Source: an optimization exercise on an open RTL-to-GDS flow (aim: small area). Production flows keep margins and buffers that such runs may drop. In this exercise RTL edits were held to simulation tests only and were not proved equivalent to the original. The flow treats the clock pin as an ideal source, which a real chip does not have. Power and IR drop assume default switching activity.

==> flow/design.v <==
module sc_axi_slave # (
  parameter P_AD_W = 32,
  parameter P_DT_W = 32,
  parameter P_ID_W = 8
) (
  input S_AXI_ACLK,
  input S_AXI_ARESETN,
  input [P_ID_W-1:0] S_AXI_AWID,
  input [P_AD_W-1:0] S_AXI_AWADDR,
  input [7:0] S_AXI_AWLEN,
  input [2:0] S_AXI_AWSIZE,
  input [1:0] S_AXI_AWBURST,
  input S_AXI_AWLOCK,
  input [3:0] S_AXI_AWCACHE,
  input [2:0] S_AXI_AWPROT,
  input S_AXI_AWVALID,
  output reg S_AXI_AWREADY,
  input [P_DT_W-1:0] S_AXI_WDATA,
  input [P_DT_W/8-1:0] S_AXI_WSTRB,
  input S_AXI_WLAST,
  input S_AXI_WVALID,
  output reg S_AXI_WREADY,
  output reg [P_ID_W-1:0] S_AXI_BID,
  output [1:0] S_AXI_BRESP,
  output reg S_AXI_BVALID,
  input S_AXI_BREADY,
  input [P_ID_W-1:0] S_AXI_ARID,
  input [P_AD_W-1:0] S_AXI_ARADDR,
  input [7:0] S_AXI_ARLEN,
  input [2:0] S_AXI_ARSIZE,
  input [1:0] S_AXI_ARBURST,
  input S_AXI_ARLOCK,
  input [3:0] S_AXI_ARCACHE,
  input [2:0] S_AXI_ARPROT,
  input S_AXI_ARVALID,
  output reg S_AXI_ARREADY,
  output reg [P_ID_W-1:0] S_AXI_RID,
  output reg [P_DT_W-1:0] S_AXI_RDATA,
  output [1:0] S_AXI_RRESP,
  output reg S_AXI_RLAST,
  output reg S_AXI_RVALID,
  input S_AXI_RREADY,
  output reg REG_WEN,
  output reg [P_AD_W-1:0] REG_WADDR,
  output reg [P_DT_W/8-1:0] REG_WBTEN,
  output [P_DT_W-1:0] REG_WDATA,
  output reg REG_REN,
  output reg [P_AD_W-1:0] REG_RADDR,
  input [P_DT_W-1:0] REG_RDATA,
  input REG_WACCERR,
  input REG_RACCERR,
  input REG_RWAIT
);
localparam [2:0] M_HOLD = 3'd0,   
                 M_W2   = 3'd1,   
                 M_W4   = 3'd2,
                 M_W8   = 3'd3,
                 M_W16  = 3'd4,
                 M_INCR = 3'd5;   
function [2:0] f_mode;
  input [1:0] burst;
  input [7:0] len;
  begin
    if (burst == 2'b01)
      f_mode = M_INCR;
    else if (burst == 2'b10)
      case (len)
        8'h01:   f_mode = M_W2;
        8'h03:   f_mode = M_W4;
        8'h07:   f_mode = M_W8;
        8'h0F:   f_mode = M_W16;
        default: f_mode = M_INCR;
      endcase
    else
      f_mode = M_HOLD;
  end
endfunction
function [1:0] f_size;
  input [2:0] size;
  f_size = size[2] ? 2'd3 : size[1:0];
endfunction
function [3:0] f_bten;
  input [1:0] szc;
  input [1:0] a;
  case (szc)
    2'd0:    f_bten = 4'b0001 << a;
    2'd1:    f_bten = 4'b0011 << a;
    2'd2:    f_bten = 4'b1111 << a;
    default: f_bten = 4'b1111;
  endcase
endfunction
function [P_AD_W-1:0] f_step;
  input [2:0] mode;
  input [P_AD_W-1:0] a;
  reg [P_AD_W-3:0] lim;
  reg c;
  reg wrap;
  integer k;
  begin
    case (mode)
      M_W2:    begin lim = 1;  wrap = a[2];      end
      M_W4:    begin lim = 3;  wrap = &a[3:2];   end
      M_W8:    begin lim = 7;  wrap = &a[4:2];   end
      M_W16:   begin lim = 15; wrap = &a[5:2];   end
      M_INCR:  begin lim = {(P_AD_W-2){1'b1}}; wrap = 1'b0; end
      default: begin lim = 0;  wrap = 1'b0;      end
    endcase
    c = 1'b1;
    for (k = 0; k < P_AD_W-2; k = k + 1) begin
      f_step[k+2] = a[k+2] ^ (c & lim[k]);
      c = c & a[k+2];
    end
    f_step[1:0] = wrap ? 2'b00 : a[1:0];
  end
endfunction
function [7:0] f_dec8;
  input [7:0] v;
  reg b;
  integer k;
  begin
    b = 1'b1;
    for (k = 0; k < 8; k = k + 1) begin
      f_dec8[k] = v[k] ^ b;
      b = b & ~v[k];
    end
  end
endfunction
reg [2:0] r_rstn_retim;
reg r_rstn_pedge;
wire w_axi_awen;
wire w_axi_wen;
wire w_axi_ben;
reg [1:0] r_wch_status;
reg r_aw_lat_wflg;
reg r_aw_lat_vld0, r_aw_lat_vld1;   
reg [P_ID_W-1:0] r_awid_lat0, r_awid_lat1;
reg [P_AD_W-1:0] r_awaddr_lat0, r_awaddr_lat1;
reg [2:0] r_awmode_lat0, r_awmode_lat1;
reg [1:0] r_awsize_lat0, r_awsize_lat1;
reg r_aw_lat_full;
reg [P_DT_W-1:0] r_wdata_lat;
reg [P_DT_W/8-1:0] r_wstrb_lat;
reg r_aw_lat_rflg;
reg r_wstate;
reg [P_ID_W-1:0] r_wid;
reg [2:0] r_wmode;
reg r_bresp;
wire w_axi_aren;
wire w_axi_ren;
reg [P_ID_W-1:0] r_arid_lat;
reg [P_DT_W/8-1:0] r_reg_rbten;
reg [2:0] r_rmode;
reg [7:0] r_rrem;
reg r_wait_flg;
reg [3:0] r_wait_cnt;
reg [3:0] r_read_extend_cnt;
reg r_rresp;
assign S_AXI_BRESP = {r_bresp, 1'b0};
assign S_AXI_RRESP = {r_rresp, 1'b0};
assign REG_WDATA   = r_wdata_lat;
always @ (posedge S_AXI_ACLK or negedge S_AXI_ARESETN) begin
  if (!S_AXI_ARESETN) begin
    r_rstn_retim <= 0;
  end else begin
    r_rstn_retim <= {r_rstn_retim[1], r_rstn_retim[1] | r_rstn_retim[0], ~r_rstn_retim[2]};
  end
end
always @* r_rstn_pedge = r_rstn_retim[2] & r_rstn_retim[0];
assign w_axi_awen = S_AXI_AWVALID & S_AXI_AWREADY;
assign w_axi_wen  = S_AXI_WVALID  & S_AXI_WREADY;
assign w_axi_ben  = S_AXI_BVALID  & S_AXI_BREADY;
always @ (posedge S_AXI_ACLK or negedge S_AXI_ARESETN) begin
  if (!S_AXI_ARESETN) begin
    r_wch_status <= 2'b01;
  end else if (w_axi_awen & (w_axi_wen & S_AXI_WLAST)) begin
    r_wch_status <= r_wch_status;
  end else if (w_axi_awen) begin
    r_wch_status <= r_wch_status + 2'b01;
  end else if (w_axi_wen & S_AXI_WLAST) begin
    r_wch_status <= r_wch_status - 2'b01;
  end
end
always @ (posedge S_AXI_ACLK or negedge S_AXI_ARESETN) begin
  if (!S_AXI_ARESETN) begin
    S_AXI_AWREADY <= 0;
  end else if (r_rstn_pedge) begin
    S_AXI_AWREADY <= 1;
  end else if (w_axi_wen & S_AXI_WLAST) begin
    S_AXI_AWREADY <= 1;
  end else if (r_wch_status >= 2'b10 & w_axi_awen) begin
    S_AXI_AWREADY <= 0;
  end
end
always @ (posedge S_AXI_ACLK or negedge S_AXI_ARESETN) begin
  if (!S_AXI_ARESETN) begin
    S_AXI_WREADY <= 0;
  end else if (r_rstn_pedge) begin
    S_AXI_WREADY <= 1;
  end else if (w_axi_awen) begin
    S_AXI_WREADY <= 1;
  end else if (r_wch_status <= 2'b01 & w_axi_wen) begin
    S_AXI_WREADY <= 0;
  end
end
wire w_bset = ((w_axi_awen | r_wch_status >= 2'b10) & (w_axi_wen & S_AXI_WLAST)) |
              (w_axi_awen & r_wch_status == 2'b00);
always @ (posedge S_AXI_ACLK or negedge S_AXI_ARESETN) begin
  if (!S_AXI_ARESETN) begin
    S_AXI_BVALID <= 0;
  end else if (w_bset) begin
    S_AXI_BVALID <= 1;
  end else if (S_AXI_BREADY) begin
    S_AXI_BVALID <= 0;
  end
end
wire w_rd0 = ~r_aw_lat_rflg & r_aw_lat_vld0;
wire w_rd1 =  r_aw_lat_rflg & r_aw_lat_vld1;
wire [P_ID_W-1:0] w_lat_id   = ({P_ID_W{w_rd1}} & r_awid_lat1)   | ({P_ID_W{w_rd0}} & r_awid_lat0);
wire [P_AD_W-1:0] w_lat_addr = ({P_AD_W{w_rd1}} & r_awaddr_lat1) | ({P_AD_W{w_rd0}} & r_awaddr_lat0);
wire [2:0]        w_lat_mode = ({3{w_rd1}} & r_awmode_lat1) | ({3{w_rd0}} & r_awmode_lat0);
wire [1:0]        w_lat_size = ({2{w_rd1}} & r_awsize_lat1) | ({2{w_rd0}} & r_awsize_lat0);
wire [2:0] w_aw_mode = f_mode(S_AXI_AWBURST, S_AXI_AWLEN);
wire [1:0] w_aw_size = f_size(S_AXI_AWSIZE);
wire w_st2      = r_wch_status >= 2'b10;
wire w_bsel_wid = w_st2 & r_wstate;
wire w_bsel_l1  = w_st2 & ~r_wstate & w_rd1;
wire w_bsel_l0  = w_st2 & ~r_wstate & w_rd0;
wire w_bsel_aw  = ~w_st2;
always @ (posedge S_AXI_ACLK) begin
  if (w_bset) begin
    r_bresp <= REG_WACCERR;
    S_AXI_BID <= ({P_ID_W{w_bsel_wid}} & r_wid) | ({P_ID_W{w_bsel_l1}} & r_awid_lat1) |
                 ({P_ID_W{w_bsel_l0}} & r_awid_lat0) | ({P_ID_W{w_bsel_aw}} & S_AXI_AWID);
  end
end
wire w_lat_we = w_axi_awen & (r_wch_status >= 2'b10 |
                              (r_wch_status == 2'b01 & ~S_AXI_WVALID));
always @ (posedge S_AXI_ACLK or negedge S_AXI_ARESETN) begin
  if (!S_AXI_ARESETN) begin
    r_aw_lat_wflg <= 0;
    r_aw_lat_vld0 <= 0;
    r_aw_lat_vld1 <= 0;
  end else if (w_lat_we) begin
    r_aw_lat_wflg <= ~r_aw_lat_wflg;
    if (r_aw_lat_wflg)
      r_aw_lat_vld1 <= 1;
    else
      r_aw_lat_vld0 <= 1;
  end
end
always @ (posedge S_AXI_ACLK) begin
  if (w_lat_we) begin
    if (r_aw_lat_wflg) begin
      r_awid_lat1   <= S_AXI_AWID;
      r_awaddr_lat1 <= S_AXI_AWADDR;
      r_awmode_lat1 <= w_aw_mode;
      r_awsize_lat1 <= w_aw_size;
    end else begin
      r_awid_lat0   <= S_AXI_AWID;
      r_awaddr_lat0 <= S_AXI_AWADDR;
      r_awmode_lat0 <= w_aw_mode;
      r_awsize_lat0 <= w_aw_size;
    end
  end
end
always @ (posedge S_AXI_ACLK or negedge S_AXI_ARESETN) begin
  if (!S_AXI_ARESETN) begin
    r_aw_lat_full <= 0;
  end else if (r_aw_lat_wflg != r_aw_lat_rflg & w_axi_awen & ~S_AXI_WVALID) begin
    r_aw_lat_full <= 1;
  end else if (S_AXI_WVALID & ~w_axi_awen) begin
    r_aw_lat_full <= 0;
  end
end
always @ (posedge S_AXI_ACLK) begin
  if (w_axi_wen) begin
    r_wdata_lat <= S_AXI_WDATA;
    r_wstrb_lat <= S_AXI_WSTRB;
  end
end
wire w_lat_valid = r_aw_lat_wflg != r_aw_lat_rflg | r_aw_lat_full;
wire w_start_lat = w_axi_wen & w_lat_valid;
wire w_wstart    = w_start_lat | (w_axi_wen & w_axi_awen) |
                   (w_axi_awen & ~S_AXI_WREADY);
wire [P_AD_W-1:0] w_src_addr = w_start_lat ? w_lat_addr : S_AXI_AWADDR;
wire [2:0]        w_src_mode = w_start_lat ? w_lat_mode : w_aw_mode;
wire [1:0]        w_src_size = w_start_lat ? w_lat_size : w_aw_size;
wire [P_ID_W-1:0] w_src_id   = w_start_lat ? w_lat_id   : S_AXI_AWID;
wire [3:0]        w_src_strb = w_axi_wen ? S_AXI_WSTRB : r_wstrb_lat;
always @ (posedge S_AXI_ACLK or negedge S_AXI_ARESETN) begin
  if (!S_AXI_ARESETN) begin
    r_aw_lat_rflg <= 0;
    r_wstate      <= 0;
    REG_WEN       <= 0;
  end else if (~r_wstate) begin
    if (w_start_lat)
      r_aw_lat_rflg <= ~r_aw_lat_rflg;
    r_wstate <= w_wstart;
    REG_WEN  <= w_wstart;
  end else if (w_axi_ben) begin
    r_wstate <= 0;
    REG_WEN  <= 0;
  end else begin
    REG_WEN  <= w_axi_wen;
  end
end
always @ (posedge S_AXI_ACLK) begin
  if (~r_wstate) begin
    r_wid     <= w_src_id;
    r_wmode   <= w_src_mode;
    REG_WBTEN <= f_bten(w_src_size, w_src_addr[1:0]) &
                 (w_src_size == 2'd3 ? 4'b1111 : w_src_strb);
  end else begin
    REG_WBTEN <= w_axi_wen ? REG_WBTEN : 4'b0000;
  end
end
wire w_sa1 = ~r_wstate & w_start_lat & w_rd1;
wire w_sa0 = ~r_wstate & w_start_lat & w_rd0;
wire w_saw = ~r_wstate & ~w_start_lat;
wire w_sst =  r_wstate & w_axi_wen;
always @ (posedge S_AXI_ACLK) begin
  REG_WADDR <= ({P_AD_W{w_sa1}} & r_awaddr_lat1) | ({P_AD_W{w_sa0}} & r_awaddr_lat0) |
               ({P_AD_W{w_saw}} & S_AXI_AWADDR)  | ({P_AD_W{w_sst}} & f_step(r_wmode, REG_WADDR));
end
assign w_axi_aren = S_AXI_ARVALID & S_AXI_ARREADY;
assign w_axi_ren  = S_AXI_RVALID  & S_AXI_RREADY;
always @ (posedge S_AXI_ACLK or negedge S_AXI_ARESETN) begin
  if (!S_AXI_ARESETN) begin
    S_AXI_ARREADY <= 0;
  end else if (r_rstn_pedge) begin
    S_AXI_ARREADY <= 1;
  end else if (w_axi_ren & S_AXI_RLAST) begin
    S_AXI_ARREADY <= 1;
  end else if (w_axi_aren) begin
    S_AXI_ARREADY <= 0;
  end
end
wire w_rlast_beat = r_rrem == 8'h00;
always @ (posedge S_AXI_ACLK or negedge S_AXI_ARESETN) begin
  if (!S_AXI_ARESETN) begin
    REG_REN     <= 0;
    r_arid_lat  <= 0;
    r_reg_rbten <= 0;
  end else if (~REG_REN) begin
    if (w_axi_aren) begin
      REG_REN     <= 1;
      r_arid_lat  <= S_AXI_ARID;
      r_reg_rbten <= f_bten(f_size(S_AXI_ARSIZE), S_AXI_ARADDR[1:0]);
    end
  end else if (w_rlast_beat) begin
    REG_REN <= 0;
  end
end
always @ (posedge S_AXI_ACLK) begin
  if (~REG_REN) begin
    r_rmode   <= f_mode(S_AXI_ARBURST, S_AXI_ARLEN);
    r_rrem    <= S_AXI_ARLEN;
    REG_RADDR <= S_AXI_ARADDR;
  end else begin
    r_rrem    <= f_dec8(r_rrem);
    REG_RADDR <= f_step(r_rmode, REG_RADDR);
  end
end
wire w_ext_done = (r_wait_cnt != 4'd0) & (r_read_extend_cnt >= r_wait_cnt - 4'd1);
always @ (posedge S_AXI_ACLK or negedge S_AXI_ARESETN) begin
  if (!S_AXI_ARESETN) begin
    r_wait_flg <= 0;
    r_wait_cnt <= 0;
  end else if (REG_RWAIT) begin
    r_wait_flg <= 1;
    r_wait_cnt <= r_wait_cnt + 1;
  end else if (~REG_REN & w_ext_done) begin
    r_wait_flg <= 0;
    r_wait_cnt <= 0;
  end
end
always @ (posedge S_AXI_ACLK or negedge S_AXI_ARESETN) begin
  if (!S_AXI_ARESETN) begin
    r_read_extend_cnt <= 0;
  end else if (~REG_REN & r_wait_flg) begin
    if (~REG_RWAIT & w_ext_done)
      r_read_extend_cnt <= 0;
    else
      r_read_extend_cnt <= r_read_extend_cnt + 1;
  end else begin
    r_read_extend_cnt <= 0;
  end
end
always @ (posedge S_AXI_ACLK or negedge S_AXI_ARESETN) begin
  if (!S_AXI_ARESETN) begin
    S_AXI_RVALID <= 0;
  end else if (S_AXI_RREADY) begin
    S_AXI_RVALID <= (REG_REN | r_wait_flg) & ~REG_RWAIT;
  end
end
always @ (posedge S_AXI_ACLK) begin
  if (S_AXI_RREADY) begin
    S_AXI_RID   <= r_arid_lat;
    r_rresp     <= REG_RACCERR;
    S_AXI_RDATA <= REG_RDATA & {{8{r_reg_rbten[3]}}, {8{r_reg_rbten[2]}},
                                {8{r_reg_rbten[1]}}, {8{r_reg_rbten[0]}}};
    S_AXI_RLAST <= ~REG_RWAIT &
                   ((~r_wait_flg &  REG_REN & w_rlast_beat) |
                    ( r_wait_flg & ~REG_REN & w_ext_done));
  end
end
endmodule
==> flow/flow/run.sh <==
#!/bin/bash
# Layout flow: the standard synthesis and ORFS layout (standard.sh), with
#  - the combinational logic of the synthesized netlist re-mapped by ABC for area
#    (registers untouched; the result is proven equivalent, else the standard
#    netlist is kept)
#  - port buffers made of the smallest buffer cell (sky130_fd_sc_hd__buf_1)
#  - clock tree of clkbuf_4 with sink clusters of 16, no dummy loads; buffers
#    whose flip-flop clock pins see a slew over 100 ps are then upsized
#    (clkbuf_4 -> 8 -> 16, flow/upsize.tcl)
# Each tool's output goes to a log file of its own in this folder.
set -uo pipefail
W=$PWD
F=$W/flow
R=$W/orfs/results/sky130hd/sc_axi_slave/base
LIB=$FLOW_HOME/platforms/sky130hd/lib/sky130_fd_sc_hd__tt_025C_1v80.lib
YOSYS=$FLOW_HOME/../tools/install/yosys/bin/yosys
command -v "$YOSYS" >/dev/null 2>&1 || YOSYS=yosys
DONTUSE=$(grep -A100 "DONT_USE_CELLS" $FLOW_HOME/platforms/sky130hd/config.mk | grep -o "sky130_fd_sc_hd__[a-z0-9_]*" | sed 's/^/-dont_use /' | tr '\n' ' ')

export BUFFER_PORTS_ARGS="-buffer_cell sky130_fd_sc_hd__buf_1"
export CTS_ARGS="-sink_clustering_enable -repair_clock_nets -dont_use_dummy_load -buf_list sky130_fd_sc_hd__clkbuf_4 -sink_clustering_size 16 -sink_clustering_max_diameter 50"

bash standard.sh synth > standard_synth.log 2>&1 || exit 1

cp $R/1_2_yosys.v $W/standard_netlist.v
sed -e "s#LIBFILE#$LIB#g" -e "s#IN_V#$W/standard_netlist.v#" -e "s#OUT_V#$W/reabc_netlist.v#" \
    -e "s#DONTUSE#$DONTUSE#" -e "s#ABCSCRIPT#$F/area.abc#" $F/reabc.ys > $W/reabc.ys
sed -e "s#LIBFILE#$LIB#g" -e "s#IN_V#$W/standard_netlist.v#" -e "s#OUT_V#$W/reabc_netlist.v#" \
    $F/eq.ys > $W/eq.ys
if "$YOSYS" -l $W/reabc.log -q $W/reabc.ys > /dev/null 2>&1 && \
   "$YOSYS" -l $W/eq.log -q $W/eq.ys > /dev/null 2>&1; then
  echo "re-mapped netlist proven equivalent; using it" > $W/reabc_status.log
  cp $W/reabc_netlist.v $R/1_2_yosys.v
  rm -f $R/1_synth.odb $R/1_synth.sdc
else
  echo "re-mapping failed or not proven; keeping the standard netlist" > $W/reabc_status.log
fi

bash standard.sh cts > standard_cts.log 2>&1 || exit 1
RDIR=$R CLK_SLEW_LIMIT=0.10 openroad -no_init -exit $F/upsize.tcl > $W/upsize.log 2>&1 || exit 1

bash standard.sh > standard.log 2>&1
==> flow/flow/area.abc <==
&get -n
&st
&deepsyn -T 60
&dch
&nf -R 1000 -p
&put
==> flow/flow/eq.ys <==
# Prove the re-mapped netlist equals the standard one (registers paired by name).
read_liberty -ignore_miss_func LIBFILE
setattr -mod -set keep_hierarchy 1 sky130_fd_sc_hd__df* sky130_fd_sc_hd__edf* sky130_fd_sc_hd__conb*
read_verilog IN_V
rename sc_axi_slave gold
read_verilog OUT_V
rename sc_axi_slave gate
flatten gold gate
equiv_make gold gate eq
hierarchy -top eq
equiv_simple
equiv_status -assert
==> flow/flow/reabc.ys <==
# Re-map the combinational logic of the standard synthesis netlist for area.
# Registers and tie cells are kept as they are (same instances, names and cells).
read_liberty -ignore_miss_func LIBFILE
read_verilog IN_V
hierarchy -top sc_axi_slave
setattr -mod -set keep_hierarchy 1 sky130_fd_sc_hd__df* sky130_fd_sc_hd__edf* sky130_fd_sc_hd__conb*
flatten
rename -hide w:*.*
opt_clean -purge
abc -liberty LIBFILE DONTUSE -script ABCSCRIPT
opt_clean -purge
hilomap -singleton -hicell sky130_fd_sc_hd__conb_1 HI -locell sky130_fd_sc_hd__conb_1 LO
splitnets
opt_clean -purge
insbuf -buf sky130_fd_sc_hd__buf_4 A X
opt_clean -purge
select sc_axi_slave
write_verilog -noattr -nohex -nodec -selected OUT_V
==> flow/flow/upsize.tcl <==
# Upsize clock-tree buffers that drive flip-flop clock pins with a slow slew:
# clkbuf_4 -> clkbuf_8 -> clkbuf_16, re-timing after each pass.
set R $::env(RDIR)
read_db $R/4_cts.odb
read_liberty $::env(FLOW_HOME)/platforms/sky130hd/lib/sky130_fd_sc_hd__tt_025C_1v80.lib
read_sdc $R/4_cts.sdc
source $::env(FLOW_HOME)/platforms/sky130hd/setRC.tcl
set_propagated_clock [all_clocks]
set lim $::env(CLK_SLEW_LIMIT)
array set next {sky130_fd_sc_hd__clkbuf_2 sky130_fd_sc_hd__clkbuf_4
                sky130_fd_sc_hd__clkbuf_4 sky130_fd_sc_hd__clkbuf_8
                sky130_fd_sc_hd__clkbuf_8 sky130_fd_sc_hd__clkbuf_16}
proc worst_clk_slew {} {
  set worst 0
  foreach p [get_pins -of_objects [all_registers] -filter "name==CLK"] {
    foreach k {slew_max_rise slew_max_fall} { set v [get_property $p $k]; if {$v > $worst} {set worst $v} }
  }
  return $worst
}
set n 0
for {set pass 0} {$pass < 3} {incr pass} {
  estimate_parasitics -placement
  set todo {}
  foreach p [get_pins -of_objects [all_registers] -filter "name==CLK"] {
    set s 0
    foreach k {slew_max_rise slew_max_fall} { set v [get_property $p $k]; if {$v > $s} {set s $v} }
    if {$s > $lim} {
      foreach d [get_pins -of_objects [get_nets -of_objects $p] -filter "direction==output"] {
        set iname [get_property [get_cells -of_objects $d] full_name]
        if {[lsearch $todo $iname] < 0} { lappend todo $iname }
      }
    }
  }
  if {[llength $todo] == 0} break
  foreach iname $todo {
    set oi [[ord::get_db_block] findInst $iname]
    set m [[$oi getMaster] getName]
    if {[info exists next($m)]} {
      puts "pass $pass: upsize $iname $m -> $next($m)"
      $oi swapMaster [[ord::get_db] findMaster $next($m)]
      incr n
    }
  }
}
puts "upsized $n buffers"
detailed_placement
check_placement
estimate_parasitics -placement
puts "worst clock pin slew after upsizing: [worst_clk_slew]"
write_db $R/4_cts.odb
==> flow/standard.sh <==
#!/bin/bash
# synth_recipe.tcl (not shown) runs the flow's synth.tcl, then flattens the netlist and writes it again
# the make line also repeats each setting of config.mk as NAME=value (left out here)
make -C /OpenROAD-flow-scripts/flow DESIGN_CONFIG=/design/flow/config.mk WORK_HOME=/design/flow/orfs CLKGATE_MAP_FILE= SYNTH_SCRIPT=/design/flow/synth_recipe.tcl "${@:-finish}"
==> flow/config.mk <==
export PLATFORM = sky130hd
export DESIGN_NAME = sc_axi_slave
export DESIGN_NICKNAME = sc_axi_slave
export VERILOG_FILES = /design/flow/design.v
export SDC_FILE = /design/flow/constraint.sdc
export NUM_CORES = 4
export LEC_CHECK = 0
export CAP_MARGIN = 20
export CORE_MARGIN = 2
export CORE_UTILIZATION = 70
export PLACE_DENSITY = 0.85
export SLEW_MARGIN = 20
==> flow/constraint.sdc <==
create_clock -name core_clock -period 5.0 [get_ports {S_AXI_ACLK}]
set_input_delay 1.0000 -clock core_clock [delete_from_list [all_inputs] [get_ports {S_AXI_ACLK}]]
set_output_delay 1.0000 -clock core_clock [all_outputs]
set_load 0.01 [all_outputs]
==> notes.md <==
[state kept, by name (all words and copies together), names as in the netlist, 4 cells and up]
register and count:
S_AXI_BID 8, r_wstrb_lat 4, S_AXI_RDATA 32, r_awaddr_lat0 32, r_wdata_lat 32, REG_WADDR 32, r_rrem 8, S_AXI_RID 8
r_arid_lat 8, r_wait_cnt 4, r_awid_lat1 8, r_wid 8, REG_RADDR 32, r_reg_rbten 4, r_read_extend_cnt 4, r_awid_lat0 8
r_awaddr_lat1 32, REG_WBTEN 4
[layout by cell type (no fill, tap or decap), types with 19 or more instances in the layout]
cell type,n
a22oi_1,23
nor2_1,57
dfrtp_1,37
buf_1,340
mux2_1,20
nand3_1,31
xnor2_1,20
a21oi_1,79
clkbuf_8,20
and2_0,39
edfxtp_1,193
buf_4,19
o21ai_0,42
a22o_1,20
dfxtp_1,74
nand2_1,88
[stage by stage]
| step | std cells | TNS (ns) | hold WS, ns |
|---|---|---|---|
| 6_report | 1504 | 0 | 0.396 |
| 5_1_grt | 1504 | -0.200 | 0.418 |
| 4_1_cts | 1491 | 0 | 0.404 |
| 3_5_place_dp | 1466 | 0 | 0.375 |
| 3_3_place_gp | 1466 | 0 | 0.351 |
| 2_1_floorplan | 895 | 0 | 0.347 |
[worst max-delay path, cell delays in order (launching register included)]
cell and delay [ns]:
edfxtp_1 0.43, o21ai_0 0.09, a21oi_1 0.17, nand3_1 0.11, nor2_1 0.17, and2_0 0.19, nand3_1 0.16, nor2b_2 0.20
nand3_1 0.19, nor2b_2 0.22, nand3_1 0.19, nor2b_2 0.23, nand3_1 0.18, nor2b_2 0.22, nand3_1 0.16, nor2b_1 0.17
nand3_1 0.16, nor2b_2 0.22, nand3_1 0.17, nor2b_2 0.20, nand3_1 0.16, nor2b_2 0.21, nand3_1 0.14, xor2_1 0.16
a21oi_1 0.08
[path summary, 6_finish.rpt]
path	start	endpoint	depth (start not counted)	slack, ns
worst max register to register	r_rmode[1]	REG_RADDR[31]	24	0.31
worst max-delay path	r_rmode[1]	REG_RADDR[31]	24	0.31
worst min-delay path	S_AXI_ARESETN	r_wstate	1	0.40
worst min register to register	r_rstn_retim[1]	r_rstn_retim[2]	0	0.40
max in group asynchronous	S_AXI_ARESETN	REG_REN	1	3.93
min in group core_clock	r_rstn_retim[1]	r_rstn_retim[2]	0	0.40
[repair_timing]
item | CTS | global route
buffers inserted | 0 | 5
endpoints found under the setup margin | 0 | 9
resized for setup | 0 | 16
[final cells by class]
| class | count | area (sq um) |
|---|---|---|
| Timing Repair Buffer | 361 | 1430 |
| Clock buffer | 25 | 313 |
| Tap cell | 220 | 275 |
| Fill cell | 938 | 2700 |
| Inverter | 18 | 67.6 |
| Antenna cell | 8 | 20.0 |
| Multi-Input combinational cell | 566 | 3400 |
| Sequential cell | 306 | 8260 |
[power groups by stage]
stage	Sequential, uW	Clock [uW]	Combinational (uW)
floorplan	4220	0	1140
global placement	4060	0	2060
detailed placement	4100	0	2140
CTS	4040	937	2150
global route	4160	1220	2410
finish	4070	1120	2190
[layer usage]
layer / part of all wire / routed length [um] / up-vias / GRT usage
met5: 0 / 0 / - / 0
met3: 0.080 / 2260 / 82 / 0.0635
met2: 0.51 / 14500 / 422 / 0.527
met4: 0.040 / 1140 / 0 / 0.130
li1: - / - / 4094 / -
met1: 0.37 / 10400 / 4141 / 0.370
==> impl_metrics.py <==
metrics = {
    "global_routing": {
        "antenna_found_initial": 5,
        "grt_pass1_wl_mm": 42.4,
        "grt_usage": 0.303,
        "overflow": 0,
        "grt_max_degree": 47,
        "grt_pass1_vias": 8389,
    },
    "clocking": {
        "cts.sinks": 306,
        "cts_tree": "built",
        "htreeDepth": 1,
        "cts.clk_slew.worst_paths_ns": 0.10,
        "cts_root_buffer": "clkbuf_4",
        "cts_made_buffers": 25,
        "clock_tree.buffer_depth": 3,
        "postCtsHoldBufs": 0,
        "clock_latency_ns": 0.71,
    },
    "placement": {
        "routabilityCongestion": 0.848,
        "dpl.hpwl_mm": 19.8,
        "dpl-instance-area_sq_um": 13400,
        "io_buffers": 342,
        "dp_slack_ns": 0.0113,
    },
    "timing": {
        "period_needed_ns": 4.69,
        "fin_crit_sh": 0.938,
        "final-hold-violation-count": 0,
        "finalSetupViolCount": 0,
        "max_freq_ghz": 0.213,
        "setup_slack_ns": 0.312,
        "slew_violations": 0,
        "maxSlewHeadroom": 0.291,
        "skew_ns": 0.0833,
        "tightest_slew_ns": 1.06,
    },
    "finish": {
        "drive_above_1_share": 0.0517,
        "postLayoutCellArea_sq_um": 13800,
        "fin_util": 0.836,
        "fin_nets": 1479,
        "area_growth_pct": 17.6,
    },
    "die": {
        "die_y_um": 133,
        "coreArea_sq_um": 16500,
        "rows": 47,
        "io_pins": 361,
        "die_x_um": 133,
        "start_util": 0.711,
        "die_area_sq_um": 17800,
    },
    "setup_path": {
        "crit_path_max_fanout": 6,
        "crit_type": "flop to flop",
        "crit_path_end_kind": "flop",
        "cp_data_arrival_time_ns": 5.23,
        "crit_required_ns": 5.54,
        "critPathLaunchType": "flop",
    },
    "power": {
        "power_uw": 7390,
        "seqPwrFrac": 0.551,
        "total_leakage_power_uw": 0.00487,
        "cellInternalPower_uw": 4750,
        "peakVddDrop_v": 0.000428,
        "sw_frac_of_total": 0.357,
        "p_clk_frac": 0.152,
        "p_switching_uw": 2630,
        "pwr-share-comb": 0.297,
        "powerDensity_nw_per_um2": 537,
    },
    "route": {
        "detail-route-antenna-nets": 0,
        "wire_per_inst_um": 18.8,
        "via_per_inst": 5.81,
        "drtIter0Drc": 776,
        "drc": 0,
        "num_vias": 8739,
        "first_pass_iters": 5,
        "drt-total-wl_mm": 28.3,
    },
    "status": {
        "outcome": "finished clean",
    },
    "min_path": {
        "worstHoldPathType": "input port to async pin",
    },
    "run": {
        "timing.max_cap.violations": 0,
    },
    "synthesis": {
        "synth.avg_cell_area_sq_um": 13.1,
        "ys_warn_count": 1,
        "synth_area_sq_um": 11700,
        "synthCells": 894,
    },
}

afterwards: timing with drivers on the ports:
Ports are ideal in the flow. The routed layout listed here was re-timed in OpenROAD. Step 1, drivers: a clkbuf_16 drives S_AXI_ACLK and a buf_2 each remaining input, both assumed. Step 2 adds t to the input delays and takes it off the output delays; t is the mean of the earliest and latest rising clock arrival at the registers after step 1. Input paths then give back, and output paths get back, about the clock's delay inside the block. Three values: ideal ports, drivers, drivers and shift; two values: the first two.
t, ns: 0.712
setup slack, ns: 0.312 / 0.312 / 0.312
hold WS [ns]: 0.396 / 0.394 / 0.398
slew at the worst register clock pin (ns): 0.10 / 0.10
worst data-port slew with drivers (ns): 0.09
After both steps this run still meets setup and hold. For this run, drivers alone change the setup slack by 0.000 ns; drivers and shift together by 0.000 ns.
